Context: an optimization exercise on an open-source flow, tuned for small area and a short achievable clock period. The choices shown serve that exercise and are no tape-out recipe. The RTL was checked by simulation tests, not by an equivalence proof against the original design.

== juniper ==
Design ALU, start of the top module:
module ALU( clk, rst, sw, c, d, led, dp );
  input [15:0] sw;
  input clk;
  input rst;
  output reg dp;
  output reg [0:6] c;
  output reg [3:0] d;
  output reg [15:0] led;    
  wire led15 = led[15];
  wire led14 = led[14];
  reg [15:0] s;       
  reg [15:0] p;       
  reg [3:0]  m;       
  reg [4:0]  k;       
  wire first = (m == 4'd10);
  function [16:0] addc(input [15:0] a, input [15:0] b, input ci);
    integer i;
    reg cy;
    begin
      cy = ci;
      for (i = 0; i < 16; i = i + 1) begin
        addc[i] = a[i] ^ b[i] ^ cy;
        cy = (a[i] & b[i]) | (cy & (a[i] ^ b[i]));
      end
      addc[16] = cy;
    end
  endfunction
  function [11:0] cneg12(input [11:0] a, input ng);
    integer i;
    reg cy;
    begin
      cy = ng;
      for (i = 0; i < 12; i = i + 1) begin
        cneg12[i] = (a[i] ^ ng) ^ cy;
        cy = cy & (a[i] ^ ng);
      end
    end
  endfunction
  function [15:0] cneg16(input [15:0] a, input ng);
    integer i;
    reg cy;
    begin
      cy = ng;
      for (i = 0; i < 16; i = i + 1) begin
  ...
For scale: ~46 I/O pins.
Settings: LEC_CHECK=0, ABC_AREA=1, CAP_MARGIN=20, CORE_MARGIN=2, CORE_UTILIZATION=40, CTS_BUF_LIST=sky130_fd_sc_hd__clkbuf_4 sky130_fd_sc_hd__clkbuf_8, GPL_TIMING_DRIVEN=0, SLEW_MARGIN=20; clock period 180.0 ns.
standard.sh (not shown) runs the stock make flow with config.mk's settings and CLKGATE_MAP_FILE= SYNTH_SCRIPT=/design/flow/synth_recipe.tcl, a recipe that flattens the netlist after the stock synthesis.
==> flow/flow/run.sh <==
#!/bin/bash
# Own layout flow: the standard synthesis, then the combinational logic
# re-mapped with a stronger ABC script (registers and their names kept),
# then the standard layout from the re-mapped netlist.
set -euo pipefail
W=$(pwd)
R=$W/orfs/results/$FLOW_PLATFORM/ALU/base
YOSYS=$(command -v yosys || echo "$FLOW_HOME/../tools/install/yosys/bin/yosys")
bash standard.sh synth > "$W/std_synth.log" 2>&1
cp "$R/1_2_yosys.v" "$W/std_1_2_yosys.v"
export REMAP_LIB=$FLOW_HOME/platforms/$FLOW_PLATFORM/lib/sky130_fd_sc_hd__tt_025C_1v80.lib
export REMAP_IN=$W/std_1_2_yosys.v
export REMAP_OUT=$W/remap_1_2_yosys.v
export REMAP_SCRIPT=$W/flow/abc.script
export REMAP_TOP=$FLOW_TOP
export REMAP_DONT_USE="$(sed -n '/DONT_USE_CELLS += /,/^#/p' "$FLOW_HOME/platforms/$FLOW_PLATFORM/config.mk" | grep -o 'sky130_fd_sc_hd__[a-z0-9_]*' | tr '\n' ' ')"
"$YOSYS" -c "$W/flow/remap.tcl" > "$W/remap.log" 2>&1
cp "$REMAP_OUT" "$R/1_2_yosys.v"
rm -f "$R/1_synth.odb" "$R/1_synth.sdc"
bash standard.sh BUFFER_PORTS_ARGS="-buffer_cell sky130_fd_sc_hd__buf_1" CTS_ARGS="-sink_clustering_enable -repair_clock_nets -buf_list {sky130_fd_sc_hd__clkbuf_4 sky130_fd_sc_hd__clkbuf_8} -dont_use_dummy_load -sink_clustering_size 30 -sink_clustering_max_diameter 300" SETUP_SLACK_MARGIN=143.1 finish > "$W/layout.log" 2>&1
==> flow/flow/abc.script <==
strash
balance
rewrite
refactor
balance
rewrite
rewrite -z
balance
refactor -z
rewrite -z
balance
&get -n
&deepsyn -T 120
&put
dch -f
amap
Other scripts of this flow, unchanged in this note and not shown: flow/flow/remap.tcl
juniper ran to completion and came out clean on the timing, design-rule and antenna checks.
What nickel does differently from juniper at the input level:
-- flow/flow/run.sh --
<<< juniper, line 18
cp "$REMAP_OUT" "$R/1_2_yosys.v"
rm -f "$R/1_synth.odb" "$R/1_synth.sdc"
bash standard.sh BUFFER_PORTS_ARGS="-buffer_cell sky130_fd_sc_hd__buf_1" CTS_ARGS="-sink_clustering_enable -repair_clock_nets -buf_list {sky130_fd_sc_hd__clkbuf_4 sky130_fd_sc_hd__clkbuf_8} -dont_use_dummy_load -sink_clustering_size 30 -sink_clustering_max_diameter 300" SETUP_SLACK_MARGIN=143.1 finish > "$W/layout.log" 2>&1
>>> nickel, line 18
cp "$REMAP_OUT" "$R/1_2_yosys.v"
rm -f "$R/1_synth.odb" "$R/1_synth.sdc"
bash standard.sh BUFFER_PORTS_ARGS="-buffer_cell sky130_fd_sc_hd__buf_1" CTS_ARGS="-sink_clustering_enable -repair_clock_nets -buf_list {sky130_fd_sc_hd__clkbuf_4 sky130_fd_sc_hd__clkbuf_8} -dont_use_dummy_load" SETUP_SLACK_MARGIN=143.1 finish > "$W/layout.log" 2>&1
-- flow/flow/abc.script --
<<< juniper, line 11
balance
&get -n
&deepsyn -T 120
&put
dch -f
>>> nickel, line 11
balance
&get -n
&deepsyn -I 3 -T 200
&put
dch -f
- No stage failed in nickel, and the final checks on the layout all came back clean.
- | synthesized cell count | juniper vs nickel | ≈ equal |
- Comparing nickel against juniper, there is no change at all in multi-input logic area.
- Comparing juniper against nickel, there is no change at all in total cell area at the placement stage.
- Critical path depth came out exactly the same in nickel and juniper.
- Largest stage delay on the critical path: juniper vs nickel, no meaningful difference
- As far as residual DRC count is concerned, nickel and juniper perform about the same.
- As far as total overflow reported by the global router goes, nickel and juniper are indistinguishable; the numbers are identical.

port drivers added, routing unchanged:
How much do the figures lean on ideal ports? The routed layouts below were timed once more, with nothing changed but the port constraints. Step 1: set_driving_cell puts a clkbuf_16 on clk and a buf_2 on each other input, an assumption about the parent block. Step 2 also shifts input and output timing later by t, the mid clock arrival at the registers, as if the neighbouring blocks saw the same clock. a / b / c = ideal ports / drivers / drivers and shift; a / b = the first two.
run	t (ns)	setup WS [ns]	worst setup path at the end
juniper	0.374	142.898 / 142.872 / 142.498	input to register
nickel	0.374	142.898 / 142.872 / 142.498	input to register
After both steps every run listed still meets setup and hold.
